This design comes from an exercise in tuning for small area on the open sky130 flow, not from production work.
The RTL was checked by simulation tests, not by an equivalence proof against the original design.
Power is estimated from default activity; no workload was simulated.

==> v5: inputs <==
==> flow/design.v <==
`timescale 1ns / 1ps
module top_module(
    input clk,
    rst,
    floor_0_p,
    floor_1_p,
    floor_2_p,
    floor_3_p,
    floor_4_p,
    direction_1,
    direction_2,
    direction_3,
    floor_0_d,
    floor_1_d,
    floor_2_d,
    floor_3_d,
    floor_4_d,
    output led_inside_0,
    led_inside_1,
    led_inside_2,
    led_inside_3,
    led_inside_4,
    led_outside_0,
    led_outside_1,
    led_outside_2,
    led_outside_3,
    led_outside_4,
    led_busy,
    a_out,b_out,c_out,d_out,e_out,f_out,g_out,p_out,
    output [7:0] an
);
    reg [5:0] r;
    reg [4:0] b, a;
    wire r_wrap = r[5] & r[2] & r[1] & r[0];              
    wire tick = r[5] & r[3] & r[2] & r[0];                
    wire r24 = r[4] & r[3] & r[1] & r[0];                 
    wire b_wrap = b[4] & ~b[1] & ~b[0];                   
    wire b0 = ~b[2] & ~b[1] & ~b[0];                      
    wire b_lt3 = ~b[4] & ~b[3] & ~b[2];                   
    wire b1 = ~b[3] & ~b[2] & ~b[1] & b[0];               
    wire b9 = b[4] & ~b[3] & b[2] & b[1] & ~b[0];         
    wire b11 = b[4] & ~b[2] & b[1] & b[0];                
    wire a0 = ~a[3] & ~a[2] & ~a[1] & ~a[0];              
    wire a12 = ~a[3] & a[2] & a[1] & a[0];                
    wire a24 = ~a[4] & a[3] & ~a[2] & ~a[1] & a[0];       
    wire t249 = (a12 & b9) | (a24 & b_wrap);
    wire t1 = (a0 & b1) | (a12 & b11);
    wire step = tick && t249;
    always @(posedge clk) begin
        if (!rst) begin
            r <= 6'd0;
            b <= 5'd0;
            a <= 5'd0;
        end else begin
            r <= r_wrap ? 6'b000001 : {r[4:0], ~(r[5] ^ r[0])};
            if (tick) begin
                b <= b_wrap ? 5'd0 : {b[3:0], ~(b[4] ^ b[1])};
                if (b_wrap)
                    a <= a24 ? 5'd0 : {a[3:0], ~(a[4] ^ a[1])};
            end
        end
    end
    reg [2:0] dg;
    reg blank;
    wire anff = blank;
    always @(posedge clk) begin
        if (!rst) begin
            dg <= 3'd7;
            blank <= 1'b1;
        end else if (r_wrap && b0) begin
            dg <= {dg[2] ^ (dg[1] & dg[0]), dg[1] ^ dg[0], ~dg[0]};
            blank <= 1'b0;
        end
    end
    wire [7:0] anr = {8{blank}} | ~(8'h01 << dg);
    assign an = anr;
    wire wend = r24 && t1 && !anff;
    wire early0 = anff && b0;
    wire early3 = anff && b_lt3;
    wire [4:0] fp = {floor_4_p, floor_3_p, floor_2_p, floor_1_p, floor_0_p};
    wire [4:0] fd = {floor_4_d, floor_3_d, floor_2_d, floor_1_d, floor_0_d};
    reg [4:0] s0, fdl;
    reg [2:0] q1, q2, q3;
    wire [4:0] rise = fp & ~(s0 & ~{5{early0}});
    wire [2:0] rise_f = rise[0] ? 3'd0 : rise[1] ? 3'd1 : rise[2] ? 3'd2 :
                        rise[3] ? 3'd3 : rise[4] ? 3'd4 : 3'd7;
    always @(posedge clk)
        if (tick) begin
            s0 <= fp; q1 <= rise_f; q2 <= q1; q3 <= q2;
            fdl <= fd;
        end
    wire [2:0] hq = early3 ? 3'd7 : q3;
    wire hpv = (hq != 3'd7);
    wire [4:0] cab = fd & ~(fdl & ~{5{early0}});
    reg [4:0] inr, outr;      
    reg busy;                 
    reg P;                    
    reg [2:0] kj;             
    wire [2:0] kat = {kj[2] & ~kj[0], kj[1] & (~kj[2] | kj[0]), kj[0] & (~kj[1] | kj[2])};
    reg [2:0] LP;             
    reg [1:0] SM;             
    reg [2:0] pr;             
    reg PA;                   
    reg [2:0] sd;             
    reg dk;                   
    reg Cd;                   
    wire k0 = (kat == 3'd0);
    wire hv = (pr != 3'd7) && (pr != kat);
    wire cv = (sd != 3'd7) && (sd != kat);
    wire tv = hv | cv;
    wire [2:0] t = hv ? pr : sd;
    wire arrive = busy && !k0 && (LP == kat);
    wire mid = busy && !k0 && !arrive && (SM == ((kat == 3'd4) ? 2'd3 : kat[1:0]));
    wire other = !k0 && !arrive && !mid;
    wire start = tv && (k0 || (other && !busy));
    wire between = P ? (t < kat && t > LP) : (t > kat && t < LP);
    wire accept = other && busy && tv && between && (!hv || PA == P);
    wire clr0 = k0 && !tv;
    wire move = other && busy;
    wire set = start || accept;
    wire [4:0] kat_oh = 5'b1 << kat;
    wire [4:0] t_oh = 5'b1 << t;
    wire [4:0] clr_m = (arrive || mid || clr0) ? kat_oh : 5'b0;
    wire [4:0] n_out = (outr & ~clr_m) | ((set && hv) ? t_oh : 5'b0);
    wire [4:0] n_in = (inr & ~clr_m) | ((set && !hv) ? t_oh : 5'b0);
    wire n_busy = start ? 1'b1 : (arrive || clr0) ? 1'b0 : busy;
    wire hp_dir = (hq == 3'd0) ? 1'b0 : (hq == 3'd1) ? direction_1 :
                  (hq == 3'd2) ? direction_2 : (hq == 3'd3) ? direction_3 : 1'b1;
    wire [2:0] cab_f = cab[0] ? 3'd0 : cab[1] ? 3'd1 : cab[2] ? 3'd2 : cab[3] ? 3'd3 : 3'd4;
    always @(posedge clk) begin
        if (tick) begin
            if (hpv) PA <= hp_dir;
            if (step) begin
                if (start) begin
                    P <= (t < kat);
                    LP <= t;
                end
                if (start || k0 || mid)
                    SM <= 2'd0;
                else if (accept)
                    SM <= t[1:0];
                dk <= (k0 && start) || move;
            end
        end
        if (!rst) begin
            inr <= 0; outr <= 0; busy <= 0; kj <= 0; Cd <= 0;
            pr <= 3'd7; sd <= 3'd7;
        end else if (wend) begin
            if (dk)
                kj <= P ? {~kj[0], kj[2:1]} : {kj[1:0], ~kj[2]};
            Cd <= busy;
        end else if (tick) begin
            if (step) begin
                busy <= n_busy;
                inr <= n_in; outr <= n_out;
                pr <= 3'd7; sd <= 3'd7;
            end else begin
                if (hpv) pr <= hq;
                if (|cab) sd <= cab_f;
            end
        end
    end
    assign {led_inside_4, led_inside_3, led_inside_2, led_inside_1, led_inside_0} = inr;
    assign {led_outside_4, led_outside_3, led_outside_2, led_outside_1, led_outside_0} = outr;
    assign led_busy = busy;
    wire busy_d = Cd;
    wire [2:0] kat_d = kat;
    wire P_d = P | k0;
    reg [6:0] d0, d4, d5;
    always @* begin
        case (kat_d)
            3'd0: d0 = 7'b0000001;
            3'd1: d0 = 7'b1001111;
            3'd2: d0 = 7'b0010010;
            3'd3: d0 = 7'b0000110;
            default: d0 = 7'b1101100;
        endcase
        if (!busy_d) begin
            d4 = 7'b1000010; d5 = 7'b1001111;
        end else if (P_d) begin
            d4 = 7'b0000001; d5 = 7'b1000010;
        end else begin
            d4 = 7'b0011000; d5 = 7'b1000001;
        end
    end
    wire [6:0] seg = ({7{anr[0]}} | d0) & ({7{anr[1]}} | 7'b1111110) &
                     ({7{anr[2]}} | 7'b1110001) & ({7{anr[3]}} | 7'b0111000) &
                     ({7{anr[4]}} | d4) & ({7{anr[5]}} | d5) &
                     ({7{anr[6]}} | 7'b1111110) & ({7{anr[7]}} | 7'b1111110);
    assign {a_out, b_out, c_out, d_out, e_out, f_out, g_out} = seg;
    assign p_out = 1'b1;
endmodule
==> flow/flow/run.sh <==
#!/bin/bash
# ORFS layout as the standard.sh makes it, with two changes:
#  - ports are buffered with the smallest buffer cell (buf_1), and CTS
#    options are set (flow/extra.mk);
#  - after the standard synthesis, its combinational logic is re-mapped
#    with a longer ABC script (flow/resyn.tcl, flow/resyn.abc); registers
#    are untouched.  The result is used only if it keeps every register,
#    is fully mapped and Yosys proves it equivalent (flow/eqchk.tcl);
#    otherwise the standard netlist is laid out.
# Each tool writes its full output to a log file in this folder.
set -euo pipefail
cd "$(dirname "${BASH_SOURCE[0]}")/.."
W=$(pwd)
cat flow/extra.mk >> config.mk

bash standard.sh synth > log_1_synth.log 2>&1

R=$W/orfs/results/${FLOW_PLATFORM}/top_module/base
cp "$R/1_2_yosys.v" "$W/std_1_2_yosys.v"
YOSYS=$(command -v yosys || echo "$FLOW_HOME/../tools/install/yosys/bin/yosys")
export RESYN_LIB="$FLOW_HOME/platforms/sky130hd/lib/sky130_fd_sc_hd__tt_025C_1v80.lib"
export RESYN_IN="$W/std_1_2_yosys.v"
export RESYN_OUT="$W/resyn_1_2_yosys.v"
export RESYN_TOP="$FLOW_TOP"
export RESYN_SCRIPT="$W/flow/resyn.abc"
export RESYN_DONT_USE="$(sed -n '/DONT_USE_CELLS/,/^$/p' "$FLOW_HOME/platforms/sky130hd/config.mk" | grep -o 'sky130_fd_sc_hd__[a-z0-9_]*' | tr '\n' ' ')"
ok=0
if "$YOSYS" -c "$W/flow/resyn.tcl" > log_2_resyn.log 2>&1; then
  n_std=$(grep -cE '^\s*sky130_fd_sc_hd__e?dfxtp_[0-9]+ ' "$RESYN_IN" || true)
  n_new=$(grep -cE '^\s*sky130_fd_sc_hd__e?dfxtp_[0-9]+ ' "$RESYN_OUT" || true)
  n_asg=$(grep -cE '^\s*assign ' "$RESYN_OUT" || true)
  if [[ "$n_std" -gt 0 && "$n_std" == "$n_new" && "$n_asg" == 0 ]]; then
    sed "s/^module $FLOW_TOP(/module eq_gold(/" "$RESYN_IN" > "$W/eq_gold.v"
    sed "s/^module $FLOW_TOP(/module eq_gate(/" "$RESYN_OUT" > "$W/eq_gate.v"
    if EQ_GOLD="$W/eq_gold.v" EQ_GATE="$W/eq_gate.v" "$YOSYS" -c "$W/flow/eqchk.tcl" > log_2_eqchk.log 2>&1; then
      ok=1
    fi
  fi
fi
echo "resyn used: $ok" >> log_2_resyn.log
if [[ $ok == 1 ]]; then
  cp "$RESYN_OUT" "$R/1_2_yosys.v"
  touch "$R/1_2_yosys.v"
fi

bash standard.sh > log_3_finish.log 2>&1
==> flow/flow/eqchk.tcl <==
# Prove the re-mapped netlist equivalent to the standard synthesis netlist
# (same registers, so a combinational/inductive proof per register).
yosys -import
set lib $::env(RESYN_LIB)
read_liberty -ignore_miss_func $lib
read_verilog $::env(EQ_GOLD)
read_verilog $::env(EQ_GATE)
flatten eq_gold eq_gate
opt_clean
equiv_make eq_gold eq_gate eq
hierarchy -top eq
equiv_simple -seq 2
equiv_induct
equiv_status -assert
==> flow/flow/extra.mk <==
export BUFFER_PORTS_ARGS = -buffer_cell sky130_fd_sc_hd__buf_1
export CTS_ARGS = -sink_clustering_enable -repair_clock_nets -dont_use_dummy_load
==> flow/flow/resyn.abc <==
strash
&get -n
&fraig -x
&put
scorr
dc2
dretime
strash
&get -n
&dc2
&dch -f
&nf -R 1000
&put
strash
&get -n
&dc2
&dch -f
&nf -R 1000
&put
strash
&get -n
&dc2
&dch -f
&nf -R 1000
&put
strash
&get -n
&dc2
&dch -f
&nf -R 1000
&put
==> flow/flow/resyn.tcl <==
# Re-map the combinational logic of the standard synthesis netlist with a
# longer ABC script.  Flip-flops (and tie cells) stay as they are: their
# library cells are read as black boxes, every other cell is read with its
# logic function and flattened into plain gates before ABC maps it again.
yosys -import
set lib $::env(RESYN_LIB)
read_liberty -ignore_miss_func $lib
blackbox sky130_fd_sc_hd__dfxtp_1 sky130_fd_sc_hd__dfxtp_2 sky130_fd_sc_hd__dfxtp_4 sky130_fd_sc_hd__edfxtp_1 sky130_fd_sc_hd__conb_1
read_verilog $::env(RESYN_IN)
hierarchy -top $::env(RESYN_TOP)
flatten
opt -purge
set dont_use {}
foreach c $::env(RESYN_DONT_USE) { lappend dont_use -dont_use $c }
abc -liberty $lib -script $::env(RESYN_SCRIPT) {*}$dont_use
opt_clean -purge
setundef -zero
splitnets
opt_clean -purge
hilomap -singleton -hicell sky130_fd_sc_hd__conb_1 HI -locell sky130_fd_sc_hd__conb_1 LO
insbuf -buf sky130_fd_sc_hd__buf_4 A X
opt_clean -purge
stat -liberty $lib
write_verilog -noattr -nohex -nodec $::env(RESYN_OUT)
==> flow/standard.sh <==
#!/bin/bash
# synth_recipe.tcl (not shown) runs the flow's synth.tcl, then flattens the netlist and writes it again
# the make line also repeats each setting of config.mk as NAME=value (left out here)
make -C /OpenROAD-flow-scripts/flow DESIGN_CONFIG=/design/flow/config.mk WORK_HOME=/design/flow/orfs CLKGATE_MAP_FILE= SYNTH_SCRIPT=/design/flow/synth_recipe.tcl "${@:-finish}"
==> flow/config.mk <==
export PLATFORM = sky130hd
export DESIGN_NAME = top_module
export DESIGN_NICKNAME = top_module
export VERILOG_FILES = /design/flow/design.v
export SDC_FILE = /design/flow/constraint.sdc
export NUM_CORES = 4
export LEC_CHECK = 0
export CAP_MARGIN = 0
export CORE_MARGIN = 2
export CORE_UTILIZATION = 40
export SLEW_MARGIN = 0
export BUFFER_PORTS_ARGS = -buffer_cell sky130_fd_sc_hd__buf_1
export CTS_ARGS = -sink_clustering_enable -repair_clock_nets -dont_use_dummy_load
==> flow/constraint.sdc <==
create_clock -name core_clock -period 10.0 [get_ports {clk}]
set_input_delay 2.0000 -clock core_clock [delete_from_list [all_inputs] [get_ports {clk}]]
set_output_delay 2.0000 -clock core_clock [all_outputs]
set_load 0.01 [all_outputs]
==> inputs of v2, as changes to v5 <==
==> flow/flow/run.sh (replaced) <==
#!/bin/bash
# ORFS layout as the standard.sh makes it, with two changes:
#  - ports are buffered with the smallest buffer cell (buf_1), and CTS
#    options are set (flow/extra.mk);
#  - after the standard synthesis, its combinational logic is re-mapped
#    with longer ABC scripts (flow/resyn.tcl with flow/resyn_*.abc, each
#    also run a second time on its own result); registers are untouched.
#    The smallest result that keeps every register, is fully mapped and
#    that Yosys proves equivalent to the standard netlist (flow/eqchk.tcl)
#    is laid out; if none qualifies, the standard netlist is.
# Each tool writes its full output to a log file in this folder.
set -euo pipefail
cd "$(dirname "${BASH_SOURCE[0]}")/.."
W=$(pwd)
cat flow/extra.mk >> config.mk

bash standard.sh synth > log_1_synth.log 2>&1

R=$W/orfs/results/${FLOW_PLATFORM}/top_module/base
cp "$R/1_2_yosys.v" "$W/std_1_2_yosys.v"
YOSYS=$(command -v yosys || echo "$FLOW_HOME/../tools/install/yosys/bin/yosys")
export RESYN_LIB="$FLOW_HOME/platforms/sky130hd/lib/sky130_fd_sc_hd__tt_025C_1v80.lib"
export RESYN_TOP="$FLOW_TOP"
export RESYN_DONT_USE="$(sed -n '/DONT_USE_CELLS/,/^$/p' "$FLOW_HOME/platforms/sky130hd/config.mk" | grep -o 'sky130_fd_sc_hd__[a-z0-9_]*' | tr '\n' ' ')"
STD="$W/std_1_2_yosys.v"
n_std=$(grep -cE '^\s*sky130_fd_sc_hd__e?dfxtp_[0-9]+ ' "$STD" || true)

# try: run one re-mapping; print "area file" if the result is usable
try() {  # in out script log
  if RESYN_IN="$1" RESYN_OUT="$2" RESYN_SCRIPT="$3" "$YOSYS" -c "$W/flow/resyn.tcl" > "$4" 2>&1; then
    local n_new n_asg area
    n_new=$(grep -cE '^\s*sky130_fd_sc_hd__e?dfxtp_[0-9]+ ' "$2" || true)
    n_asg=$(grep -cE '^\s*assign ' "$2" || true)
    area=$(grep "Chip area for module" "$4" | tail -1 | awk '{print $NF}')
    if [[ "$n_std" -gt 0 && "$n_std" == "$n_new" && "$n_asg" == 0 && -n "$area" ]]; then
      echo "$area $2"
    fi
  fi
}
: > resyn_candidates.txt
for s in flow/resyn_*.abc; do
  k=$(basename "$s" .abc)
  try "$STD" "$W/${k}_1.v" "$W/$s" "log_2_${k}_1.log" >> resyn_candidates.txt || true
  if [[ -f "$W/${k}_1.v" ]]; then
    try "$W/${k}_1.v" "$W/${k}_2.v" "$W/$s" "log_2_${k}_2.log" >> resyn_candidates.txt || true
  fi
done
sort -g resyn_candidates.txt > resyn_sorted.txt
chosen=""
sed "s/^module $FLOW_TOP(/module eq_gold(/" "$STD" > "$W/eq_gold.v"
while read -r area f; do
  sed "s/^module $FLOW_TOP(/module eq_gate(/" "$f" > "$W/eq_gate.v"
  if EQ_GOLD="$W/eq_gold.v" EQ_GATE="$W/eq_gate.v" "$YOSYS" -c "$W/flow/eqchk.tcl" > "log_2_eqchk_$(basename "$f" .v).log" 2>&1; then
    chosen="$f"; break
  fi
done < resyn_sorted.txt
echo "chosen: ${chosen:-standard netlist}" > log_2_resyn_choice.log
cat resyn_sorted.txt >> log_2_resyn_choice.log
if [[ -n "$chosen" ]]; then
  cp "$chosen" "$R/1_2_yosys.v"
  touch "$R/1_2_yosys.v"
fi

bash standard.sh > log_3_finish.log 2>&1
==> flow/flow/extra.mk (replaced) <==
export BUFFER_PORTS_ARGS = -buffer_cell sky130_fd_sc_hd__buf_1
export CTS_ARGS = -sink_clustering_enable -repair_clock_nets -dont_use_dummy_load -buf_list sky130_fd_sc_hd__clkbuf_4 -root_buf sky130_fd_sc_hd__clkbuf_4 -sink_clustering_levels 1
==> flow/flow/resyn_a.abc (new file) <==
strash
&get -n
&fraig -x
&put
scorr
dc2
dretime
strash
&get -n
&dc2
&dch -f
&nf -R 1000
&put
strash
&get -n
&dc2
&dch -f
&nf -R 1000
&put
strash
&get -n
&dc2
&dch -f
&nf -R 1000
&put
strash
&get -n
&dc2
&dch -f
&nf -R 1000
&put
==> flow/flow/resyn_b.abc (new file) <==
strash
&get -n
&fraig -x
&put
scorr
dc2
dretime
strash
dc2
dch -f
map -a
strash
&get -n
&dc2
&dch -f
&nf -R 1000
&put
strash
&get -n
&dc2
&dch -f
&nf -R 1000
&put
==> flow/flow/resyn_c.abc (new file) <==
strash
&get -n
&fraig -x
&put
scorr
dc2
dretime
strash
&get -n
&dch -f
&nf -R 1000
&put
strash
&get -n
&dch -f
&nf -R 1000
&put
strash
&get -n
&dch -f
&nf -R 1000
&put
strash
&get -n
&dch -f
&nf -R 1000
&put
strash
&get -n
&dch -f
&nf -R 1000
&put
strash
&get -n
&dch -f
&nf -R 1000
&put
==> flow/flow/resyn_d.abc (new file) <==
strash
&get -n
&fraig -x
&put
scorr
dc2
dretime
strash
&get -n
&dch -f
&nf -R 1000
&put
strash
&get -n
&dch -f
&nf -R 1000
&put
strash
&get -n
&dch -f
&nf -R 1000
&put
strash
&get -n
&dch -f
&nf -R 1000
&put
CORE_UTILIZATION = 55   (was 40)
CTS_ARGS = -sink_clustering_enable -repair_clock_nets -dont_use_dummy_load -buf_list sky130_fd_sc_hd__clkbuf_4 -root_buf sky130_fd_sc_hd__clkbuf_4 -sink_clustering_levels 1   (was -sink_clustering_enable -repair_clock_nets -dont_use_dummy_load)
removed: flow/flow/resyn.abc
==> inputs of v18, as changes to v5 <==
--- a/flow/design.v
+++ b/flow/design.v
@@ -60,19 +60,15 @@
             end
         end
     end
-    reg [2:0] dg;
-    reg blank;
-    wire anff = blank;
+    reg [7:0] anr;
+    wire an7 = &anr[6:0];
+    wire anff = an7 & anr[7];
     always @(posedge clk) begin
-        if (!rst) begin
-            dg <= 3'd7;
-            blank <= 1'b1;
-        end else if (r_wrap && b0) begin
-            dg <= {dg[2] ^ (dg[1] & dg[0]), dg[1] ^ dg[0], ~dg[0]};
-            blank <= 1'b0;
-        end
+        if (!rst)
+            anr <= 8'hff;
+        else if (r_wrap && b0)
+            anr <= {anr[6:0], ~an7};
     end
-    wire [7:0] anr = {8{blank}} | ~(8'h01 << dg);
     assign an = anr;
     wire wend = r24 && t1 && !anff;
     wire early0 = anff && b0;
@@ -95,8 +91,7 @@
     reg [4:0] inr, outr;      
     reg busy;                 
     reg P;                    
-    reg [2:0] kj;             
-    wire [2:0] kat = {kj[2] & ~kj[0], kj[1] & (~kj[2] | kj[0]), kj[0] & (~kj[1] | kj[2])};
+    reg [2:0] kat;            
     reg [2:0] LP;             
     reg [1:0] SM;             
     reg [2:0] pr;             
@@ -143,11 +138,11 @@
             end
         end
         if (!rst) begin
-            inr <= 0; outr <= 0; busy <= 0; kj <= 0; Cd <= 0;
+            inr <= 0; outr <= 0; busy <= 0; kat <= 0; Cd <= 0;
             pr <= 3'd7; sd <= 3'd7;
         end else if (wend) begin
             if (dk)
-                kj <= P ? {~kj[0], kj[2:1]} : {kj[1:0], ~kj[2]};
+                kat <= P ? kat - 3'd1 : kat + 3'd1;
             Cd <= busy;
         end else if (tick) begin
             if (step) begin
==> flow/run.sh (new file) <==
#!/bin/bash
# synth_recipe.tcl (not shown) runs the flow's synth.tcl, then flattens the netlist and writes it again
# the make line also repeats each setting of config.mk as NAME=value (left out here)
make -C /OpenROAD-flow-scripts/flow DESIGN_CONFIG=/design/flow/config.mk WORK_HOME=/design/flow/orfs CLKGATE_MAP_FILE= SYNTH_SCRIPT=/design/flow/synth_recipe.tcl finish
BUFFER_PORTS_ARGS = not set   (was -buffer_cell sky130_fd_sc_hd__buf_1)
CTS_ARGS = not set   (was -sink_clustering_enable -repair_clock_nets -dont_use_dummy_load)
removed: flow/flow/run.sh
removed: flow/flow/eqchk.tcl
removed: flow/flow/extra.mk
removed: flow/flow/resyn.abc
removed: flow/flow/resyn.tcl
removed: flow/standard.sh
==> run summary <==
The finished cells cover between 4000 and 5000 um^2. The number of standard cells in the layout, taps in and fillers out is 598. The met3 usage in global routing came out at 3.28%. Once the floorplan was initialized, standard cells occupied 41.5% of the core. The post-route total power came out at 0.590 mW.

The fraction of layout instances using a drive strength above 1 came out at 7.46%. A synthesized cell averages between 9 and 10 um^2. The layout buffer count excluding clock buffers is 43. Tracing the worst setup path back leads to its startpoint at kat[0]$_SDFFE_PN0P_. The biggest slice of the area belongs to multi-input gates. The flow ran to the end and the layout has no timing, DRC or antenna violations. The number of filler cells placed in the layout is 909. The detailed router's first-iteration violation count is 201.
# the run above: v18

==> run summary <==
The post-route total power is 0.468 mW. The fraction of layout instances using a drive strength above 1 is about 2.7%. Ranked by total area, the top cell class in this layout is flip-flops and latches. The final non-filler cell area is 3580 um^2. The number of antenna violations at the first check in global routing came to 0.

The final number of max-transition violations came out at 0. The met3 usage in global routing is 5.16%. For this configuration, the core starts out at a cell density of 41.1%. The average cell area after synthesis came out at 8.74 um^2.

The flow ran to the end and the layout has no timing, DRC or antenna violations. The number of filler cells placed in the layout is 762.
# the run above: v5

==> run summary <==
The final non-filler cell area came out at 3480 um^2. The post-route total power is 0.427 mW. The number of filler cells placed in the layout came out at 511. The launch point of the worst path is kj[2]$_SDFFE_PN0P_. The biggest slice of the area belongs to flip-flops and latches.

The flow ran to the end and the layout has no timing, DRC or antenna violations. The initial core utilization is 57.1%.
# the run above: v2

## separate check: timing with driven ports
Ports are ideal in the flow. The routed layouts listed here were re-timed in OpenROAD. Step 1, drivers: a clkbuf_16 drives clk and a buf_2 each remaining input, both assumed. Step 2 also shifts input and output timing later by t, the mid clock arrival at the registers, as if the neighbouring blocks saw the same clock. Slacks: ideal / step 1 / step 2; pairs: ideal / step 1.
run	t, ns	setup WS [ns]	worst hold slack (ns)	worst data-port slew with drivers (ns)	cell pins on the clock port's net
v5	0.366	5.693 / 5.693 / 5.693	0.423 / 0.423 / 0.423	0.03	1
v2	0.418	5.812 / 5.785 / 6.203	0.427 / 0.427 / 0.427	0.03	1
v18	0.382	4.818 / 4.785 / 5.167	0.426 / 0.426 / 0.426	0.03	1
After both steps every run listed still meets setup and hold.
